This is an optimization exercise on Yosys and OpenROAD, whose aim is a short achievable clock period and few clock cycles, not a production implementation.
The RTL was checked by simulation tests, not by an equivalence proof against the original design.
Power is estimated from default activity; no workload was simulated.

==> flow/flow/run.sh <==
#!/bin/bash
# The standard layout (standard synthesis, floorplan, placement, CTS, routing),
# with timing repair aimed at a shorter period than the constraint's: the
# constraint is unchanged, only the repair's setup margin is larger.
set -euo pipefail
bash standard.sh SETUP_SLACK_MARGIN=8.3 TNS_END_PERCENT=5 ABC_CLOCK_PERIOD_IN_PS=1000 finish > standard.log 2>&1
==> flow/standard.sh <==
#!/bin/bash
# synth_recipe.tcl (not shown) runs the flow's synth.tcl, then flattens the netlist and writes it again
# the make line also repeats each setting of config.mk as NAME=value (left out here)
make -C /OpenROAD-flow-scripts/flow DESIGN_CONFIG=/design/flow/config.mk WORK_HOME=/design/flow/orfs CLKGATE_MAP_FILE= SYNTH_SCRIPT=/design/flow/synth_recipe.tcl "${@:-finish}"
==> flow/config.mk <==
export PLATFORM = sky130hd
export DESIGN_NAME = mips_cpu
export DESIGN_NICKNAME = mips_cpu
export VERILOG_FILES = /design/flow/design.v
export SDC_FILE = /design/flow/constraint.sdc
export NUM_CORES = 4
export LEC_CHECK = 0
export CAP_MARGIN = 20
export CORE_MARGIN = 2
export CORE_UTILIZATION = 40
export SLEW_MARGIN = 20
==> flow/constraint.sdc <==
create_clock -name core_clock -period 12.0 [get_ports {clk}]
set_input_delay 2.4000 -clock core_clock [delete_from_list [all_inputs] [get_ports {clk}]]
set_output_delay 2.4000 -clock core_clock [all_outputs]
set_load 0.01 [all_outputs]
==> flow/design.v <==
module mips_cpu (
	input         clk,
	input         rst,
	output [31:0] imem_addr,
	input  [31:0] imem_data,
	output [31:0] dmem_addr,
	output [31:0] dmem_wdata,
	output        dmem_we,
	output        dmem_re,
	input  [31:0] dmem_rdata
);
	localparam BEQ = 0, BNE = 1, BNZ = 2, BZ = 3, BALW = 4;
	reg [31:0] pc;
	reg        vx;                        
	reg [31:0] xa, xb, xi;                
	reg        xa_m, xb_m;                
	reg        xa_use, xb_use;            
	reg        xb_imm;                    
	reg        sb_m, sb_r;                
	reg [31:0] x_pc4;
	reg        x_pred, x_br, x_jr;
	reg [4:0]  x_bk;
	reg        x_wen, x_st, x_ld;
	reg [4:0]  x_rd;
	reg        x_add, x_sub, x_slt, x_sltu, x_and, x_or, x_xor, x_sll, x_srl, x_b;
	reg [31:0] m_res, m_wd;
	reg        m_we, m_re, m_wen;
	reg [4:0]  m_rd;
	reg [31:0] rf [1:31];
	wire [31:0] ins = imem_data;
	wire [5:0] op = ins[31:26];
	wire [5:0] fn = ins[5:0];
	wire [4:0] rs = ins[25:21];
	wire [4:0] rt = ins[20:16];
	wire [4:0] rd = ins[15:11];
	wire [31:0] se = {{16{ins[15]}}, ins[15:0]};
	wire is_r    = (op == 6'h00);
	wire is_jr   = is_r && (fn == 6'h08);
	wire is_ialu = (op[5:3] == 3'b001);
	wire is_lui  = (op == 6'h0F);
	wire is_ld   = (op == 6'h20) || (op == 6'h23);
	wire is_st   = (op == 6'h28) || (op == 6'h2B);
	wire is_bri  = (op == 6'h01);
	wire is_br   = (op[5:2] == 4'b0001) || is_bri;
	wire is_j    = (op == 6'h02);
	wire is_jal  = (op == 6'h03);
	wire [2:0] iop = op[2:0];
	wire f_add  = (is_r && (fn == 6'h20 || fn == 6'h21 || fn == 6'h22 || fn == 6'h23)) ||
	              (is_ialu && iop[2:1] == 2'b00) || is_ld || is_st;
	wire f_sub  = (is_r && (fn == 6'h22 || fn == 6'h23 || fn == 6'h2A || fn == 6'h2B)) ||
	              (is_ialu && iop[2:1] == 2'b01);
	wire f_slt  = (is_r && fn == 6'h2A) || (is_ialu && iop == 3'b010);
	wire f_sltu = (is_r && fn == 6'h2B) || (is_ialu && iop == 3'b011);
	wire f_and  = (is_r && fn == 6'h24) || (is_ialu && iop == 3'b100);
	wire f_or   = (is_r && fn == 6'h25) || (is_ialu && iop == 3'b101);
	wire f_xor  = (is_r && fn == 6'h26) || (is_ialu && iop == 3'b110);
	wire f_sll  = is_r && (fn == 6'h00 || fn == 6'h04);
	wire f_srl  = is_r && (fn == 6'h02 || fn == 6'h03 || fn == 6'h06);
	wire f_b    = (is_r && fn == 6'h38) || is_lui || is_jal;
	wire use_imm = is_ialu || is_ld || is_st || is_jal;
	wire use_rs  = is_r || (is_ialu && !is_lui) || is_ld || is_st || is_br;
	wire use_rtb = is_r || (op == 6'h04) || (op == 6'h05) || (is_bri && rt[4:1] != 4'd0);    
	wire [4:0] dst = is_jal ? 5'd31 : (is_r ? rd : rt);
	wire f_wen = ((is_r && !is_jr) || is_ialu || is_ld || is_jal) && (dst != 5'd0);
	reg [4:0] bk;
	always @(*) begin
		bk = 5'd0;
		case (op)
			6'h04: bk[BEQ] = 1'b1;
			6'h05: bk[BNE] = 1'b1;
			6'h07: bk[BNZ] = 1'b1;
			6'h06: bk[BZ]  = 1'b1;
			6'h01:
				if (rt == 5'd0) bk[BALW] = 1'b1;
				else if (rt != 5'd1) case (fn)
					6'h30: bk[BEQ] = 1'b1;
					6'h31: bk[BNE] = 1'b1;
					6'h32: bk[BNZ] = 1'b1;
					6'h33: bk[BZ]  = 1'b1;
					6'h34: bk[BALW] = 1'b1;
					default: ;
				endcase
			default: ;
		endcase
	end
	wire same = (rs == rt);
	wire rs0  = (rs == 5'd0);
	wire [4:0] bkf;
	assign bkf[BEQ]  = bk[BEQ] && !same;
	assign bkf[BNE]  = bk[BNE] && !same;
	assign bkf[BNZ]  = bk[BNZ] && !rs0;
	assign bkf[BZ]   = bk[BZ]  && !rs0;
	assign bkf[BALW] = bk[BALW] || (bk[BEQ] && same) || (bk[BZ] && rs0);
	wire pred_br = is_br && (bkf[BALW] || ((|bkf[BZ:BEQ]) && (ins[15] || bkf[BNE] || bkf[BNZ])));
	wire [31:0] pc4 = pc + 32'd4;
	wire [23:0] hi   = pc4[31:8];
	wire [23:0] hi_p = hi + 24'd1;
	wire [23:0] hi_m = hi - 24'd1;
	wire pos_small = (ins[15:6] == 10'h000);
	wire neg_small = (ins[15:6] == 10'h3FF);
	wire [6:0] lo = {1'b0, pc4[7:2]} + {1'b0, ins[5:0]};
	wire [23:0] bt_hi = pos_small ? (lo[6] ? hi_p : hi) : (lo[6] ? hi : hi_m);
	wire [31:0] bt  = {bt_hi, lo[5:0], pc4[1:0]};
	wire [31:0] jt  = {pc4[31:28], ins[25:0], 2'b00};
	wire f_pred = pred_br && (pos_small || neg_small);
	wire f_selj = is_j || is_jal;
	wire f_selb = f_pred && !f_selj;
	wire f_sel4 = !f_selj && !f_pred;
	wire [31:0] m_val = m_re ? dmem_rdata : m_res;
	wire [31:0] rd_rs = (rs == 5'd0) ? 32'd0 : ((m_wen && m_rd == rs) ? m_val : rf[rs]);
	wire [31:0] rd_rt = (rt == 5'd0) ? 32'd0 : ((m_wen && m_rd == rt) ? m_val : rf[rt]);
	wire x_fw = vx && x_wen;
	wire fa_m = x_fw && (x_rd == rs);
	wire fb_m = x_fw && (x_rd == rt);
	wire [31:0] a  = xa_m ? m_res : xa;
	wire [31:0] bv = xb_m ? m_res : xb;
	wire [31:0] b  = ({32{xb_imm}} & xi) | ({32{sb_m}} & m_res) | ({32{sb_r}} & xb);
	wire stall = vx && m_re && ((xa_m && xa_use) || (xb_m && xb_use));
	wire [31:0] b_x = x_sub ? ~b : b;
	wire [32:0] sum = {1'b0, a} + {1'b0, b_x} + {32'd0, x_sub};
	wire lt_s = (a[31] != b[31]) ? a[31] : sum[31];
	wire lt_u = !sum[32];
	wire sh_big = |b[31:5];
	wire [31:0] shl = a << b[4:0];
	wire [31:0] shr = a >> b[4:0];
	wire [31:0] result =
		({32{x_add}} & sum[31:0]) |
		({32{x_and}} & (a & b)) |
		({32{x_or}}  & (a | b)) |
		({32{x_xor}} & (a ^ b)) |
		({32{x_sll && !sh_big}} & shl) |
		({32{x_srl && !sh_big}} & shr) |
		({32{x_b}}   & b) |
		{31'd0, (x_slt && lt_s) || (x_sltu && lt_u)};
	wire eq = (a == bv);
	wire nz = |a;
	wire cond = (x_bk[BEQ] && eq) || (x_bk[BNE] && !eq) || (x_bk[BNZ] && nz) ||
	            (x_bk[BZ] && !nz) || x_bk[BALW];
	wire redirect = vx && !stall && (x_jr || (x_br && (cond != x_pred)));
	wire [31:0] x_bt = x_pc4 + {xi[29:0], 2'b00};
	wire [31:0] redirect_pc = x_jr ? a : (x_pred ? x_pc4 : x_bt);
	wire go = !stall && !redirect;
	wire [31:0] pc_next = ({32{redirect}} & redirect_pc) | ({32{stall}} & pc) |
		({32{go && f_selj}} & jt) | ({32{go && f_selb}} & bt) | ({32{go && f_sel4}} & pc4);
	wire [31:0] st_data = xb_m ? m_val : xb;
	always @(posedge clk) begin
		if (rst) begin
			pc <= 32'd0;
			vx <= 1'b0;
			m_we <= 1'b0;
			m_re <= 1'b0;
			m_wen <= 1'b0;
		end else begin
			pc <= pc_next;
			if (stall) begin
				if (xa_m) xa <= dmem_rdata;
				if (xb_m) xb <= dmem_rdata;
				xa_m <= 1'b0;
				xb_m <= 1'b0;
				sb_r <= sb_r || sb_m;
				sb_m <= 1'b0;
			end else begin
				vx <= !redirect;
				xa <= rd_rs;
				xb <= rd_rt;
				xi <= is_jal ? jt : se;
				xa_m <= fa_m;
				xb_m <= fb_m;
				xa_use <= use_rs;
				xb_use <= use_rtb;
				xb_imm <= use_imm;
				sb_m <= !use_imm && fb_m;
				sb_r <= !use_imm && !fb_m;
				x_pc4 <= pc4;
				x_pred <= f_pred;
				x_br <= is_br;
				x_jr <= is_jr;
				x_bk <= bkf;
				x_wen <= f_wen;
				x_rd <= dst;
				x_st <= is_st;
				x_ld <= is_ld;
				x_add <= f_add;
				x_sub <= f_sub;
				x_slt <= f_slt;
				x_sltu <= f_sltu;
				x_and <= f_and;
				x_or <= f_or;
				x_xor <= f_xor;
				x_sll <= f_sll;
				x_srl <= f_srl;
				x_b <= f_b;
			end
			m_res <= result;
			m_wd <= st_data;
			m_rd <= x_rd;
			if (vx && !stall) begin
				m_we <= x_st;
				m_re <= x_ld;
				m_wen <= x_wen;
			end else begin
				m_we <= 1'b0;
				m_re <= 1'b0;
				m_wen <= 1'b0;
			end
		end
	end
	always @(posedge clk) begin
		if (m_wen) rf[m_rd] <= m_val;
	end
	assign imem_addr  = pc;
	assign dmem_addr  = m_res;
	assign dmem_wdata = m_wd;
	assign dmem_we    = m_we;
	assign dmem_re    = m_re;
endmodule
==> qor.yml <==
cells_and_area:
  layout-drive-gt1-share_pct: 24.6
  layoutNonFillerInstCount: 8064
  nets: 5825
  finish.utilization_pct: 48.5
  area_growth_pct: 20.2
logic_synthesis:
  syn_inst: 5280
  synth_largest_area_cell: "edfxtp_1"
  synth-simple-area-share_pct: 7.15
  synthesis.nets: 5488
  synthXorXnorAreaFrac_pct: 2.66
  synth_top_family_by_area: "multiplexers"
  synth-edff-count: 1222
  yosys.area.top_type_share_pct: 52.3
  synth-compound-area-share_pct: 10.9
  synth_adder_area_share_pct: 2.56
  yosysSeqAreaShare_pct: 53.3
  synth_area_sq_mm: 0.0702
  synth_flop_cell: "edfxtp_1"
  yosysMostFrequentCell: "edfxtp_1"
  synth.top_cells.by_area: "edfxtp_1 (52%), mux4_2 (15%), mux2i_1 (4.4%), a21oi_1 (2.5%), ha_1 (2.5%)"
  ys_warn_count: 1
  synthArstFlopShare_pct: 0
  avgSynthCellArea_sq_um: 13.3
  synthTopCellsByCount: "edfxtp_1 (1222), mux4_2 (453), nand2_1 (375), a21oi_1 (353), nor2_1 (350)"
  ys_ff_latch: 1258
  synth_mux_area_share_pct: 20.5
  synth_cell_types: 94
flow_run:
  maxCapViolCount: 0
outcome:
  status: "no timing/DRC/antenna violations"
placement:
  dp.cells: 7510
  gp_congestion: 1.01
  portBuffers: 163
  place_hpwl_um: 174000
  dp_slack_ps: 5510
hold_path:
  min_path_cells: 0
  hold_path.class: "flip-flop to flip-flop"
timing:
  hold_violations: 0
  worst_slack_ps: 7460
  final.period_utilization_pct: 37.9
  clock_skew_ps: 33.1
  rsz0062_at_grt: "yes"
  slew_headroom_pct: 20.0
  drv_slew: 0
  worst_pin_slew_ps: 1200
  period_needed_ps: 4540
  setup_violations: 0
  setup_tns_ps: 0
  max_freq_mhz: 220
global_route:
  grt-ovfl-total: 0
  antenna_found_initial: 20
  grt_max_degree: 78
  grt_pass1_vias: 51200
  grt_usage_pct: 31.4
  grt_pass1_wl_um: 398000
setup_path:
  critical_path_class: "flip-flop to output port"
  crit_chain: "clkdlybuf4s50_1"
  crit_arrival_ps: 2140
  critical_path_peak_fanout: 6
  cp_slowest_stage_delay_ps: 710
  worstPathRequired_ps: 9600
  critPathBufInv: 1
  reg2reg_depth: 11
  cp_slowest_cell: "edfxtp_1"
  critPathTopFamily: "flip-flops"
  cp.depth: 1
  cp-end-kind: "output port"
  critical_path.startpoint_type: "flip-flop"
routing:
  drc: 0
  drt-initial-drc-count: 8463
  num_vias: 54500
  first_pass_iters: 10
  antenna_left: 0
  wl_um: 296000
  wl_per_cell_um: 36.7
  vias_per_cell: 6.75
power_and_ir_drop:
  p_leak_nw: 28.9
  seq_power_share_pct: 42.7
  combPwrFrac_pct: 22.4
  powerDensity_mw_per_mm2: 145
  switching_share_pct: 30.3
  vdd_ir_drop_max_v: 0.000129
  power.internal_mw: 8.50
  power_mw: 12.2
  power.switching_mw: 3.69
  pwr-share-clk_pct: 34.9
clocking:
  tritoncts: "yes"
  clk_path_buf_depth: 3
  hold_buffers: 0
  cts_made_buffers: 140
  clk_latency_ps: 780
  cts-root-buf: "clkbuf_16"
  clock_sinks: 1258
  path_clk_slew_ps: 60
  htreeDepth: 4
floorplan:
  die-area_sq_mm: 0.179
  row_count: 153
  die_w_um: 423
  core-area_sq_mm: 0.174
  initial_core_util_pct: 40.3
  io_pins: 164
  fp.dieH_um: 423
-- power by group through the flow --
stage               Clock, mW  Combinational, mW  Sequential (mW)
floorplan                   0               1.40             5.22
detailed placement          0               2.18             5.33
global placement            0               2.17             5.33
CTS                      4.27               2.56             5.19
finish                   4.26               2.73             5.20
global route             4.46               2.84             5.20
-- final timing paths --
path | from | slack, ps | to
min reg2reg | pc[0] | 460 | x_pc4[0]
max reg2reg | xa_m | 7650 | m_res[4]
max | m_res[22] | 7460 | dmem_addr[22]
min | pc[0] | 460 | x_pc4[0]
-- timing repair --
action,4_1_cts,5_1_grt
setup endpoints to repair,413,369
gates resized for setup,342,108
buffers inserted,174,52
hold endpoints to repair,0,0
pin swaps,93,39
cloned,41,23
-- layer usage --
| layer | GRT usage [%] | wire [um] |
|---|---|---|
| met2 | 48.7 | 134000 |
| met1 | 39.4 | 103000 |
| met5 | 0 | 97 |
| met4 | 19.6 | 22500 |
| met3 | 8.07 | 36500 |
-- logic make-up (layout without fill, tap and decap cells) --
group,after synthesis,after routing
AO/OA/AOI/OAI,1210,1210
XOR/XNOR,213,213
adder cells (fa/ha/maj),142,142
buffers and inverters,519,959
flip-flops,1258,1258
multiplexers,850,850
other,0,13
AND/OR/NAND/NOR,1088,1094
-- stage by stage --
step / cell area, sq um / hold slack, ps
detailed placement: 74600 / 449
global route: 84300 / 469
finish: 84300 / 456
global placement: 74600 / 434
CTS: 83000 / 463
floorplan: 70300 / 423
-- registers in the layout (all words and copies together) (netlist names), 5 cells and up --
| register | cells |
|---|---|
| x_bk | 5 |
| rf | 992 |
| xi | 32 |
| x_rd | 5 |
| m_res | 32 |
| xa | 32 |
| xb | 32 |
| x_pc4 | 32 |
| m_wd | 32 |
| pc | 32 |
| m_rd | 5 |
-- cell usage in the layout, fill, tap and decap left out, drive strengths merged, types with 39 or more instances in the layout --
master / Yosys / final
o22ai: 52 / 52
mux2i: 326 / 326
inv: 124 / 125
xor2: 54 / 54
clkbuf: 261 / 202
o21ai: 318 / 318
buf: 131 / 392
clkinv: 3 / 51
nor3: 53 / 55
mux2: 71 / 71
nor2: 350 / 351
a21oi: 355 / 355
mux4: 453 / 453
nor4: 47 / 47
nand4: 55 / 55
ha: 139 / 139
clkdlybuf4s50: 0 / 133
a21o: 39 / 39
a211oi: 96 / 96
nand3: 81 / 81
nand2: 376 / 377
xnor2: 159 / 159
edfxtp: 1222 / 1222
o221ai: 86 / 86
-- final cells by class --
cell class	count	area, sq um
antenna	13	32.5
clock buffer	182	3730
clock inverter	69	702
fill	15000	89700
inverter	127	529
multi-input combinational	3509	32100
sequential	1258	37400
tap	2325	2910
timing repair buffer	580	6940
timing repair inverter	1	8.76
-- worst reg2reg max path: stages (launching register included) --
cell and delay [ps]:
edfxtp_1 430, buf_12 170, buf_4 160, mux2i_1 160, buf_4 220, inv_1 170
o21ai_0 580, nor2_1 80, a31oi_1 880, o22ai_1 460, a221oi_1 490, o211ai_1 250
Testbench counts, summed over its fixed seeds: cycles 44,254.

## static timing again, ports no longer ideal
No port has a modelled driver above. Below, the same layout with a new extraction and two added sets of constraints. Step 1, drivers: a clkbuf_16 drives clk and a buf_2 each remaining input, both assumed. Step 2, shift: input delay + t, output delay - t, t = (earliest + latest rising clock arrival at the registers) / 2. This alone moves slack from input paths to output paths. a / b / c = no drivers / after step 1 / after step 2; a / b = the first two.
t (ns): 0.849
slack for setup (ns): 7.456 / 7.278 / 6.428
hold slack, ns: 0.456 / 0.456 / 0.456
worst data-port slew with drivers (ns): 0.36
After both steps this run still meets setup and hold. For this run, drivers alone change the setup slack by -0.178 ns; drivers and shift together by -1.028 ns.
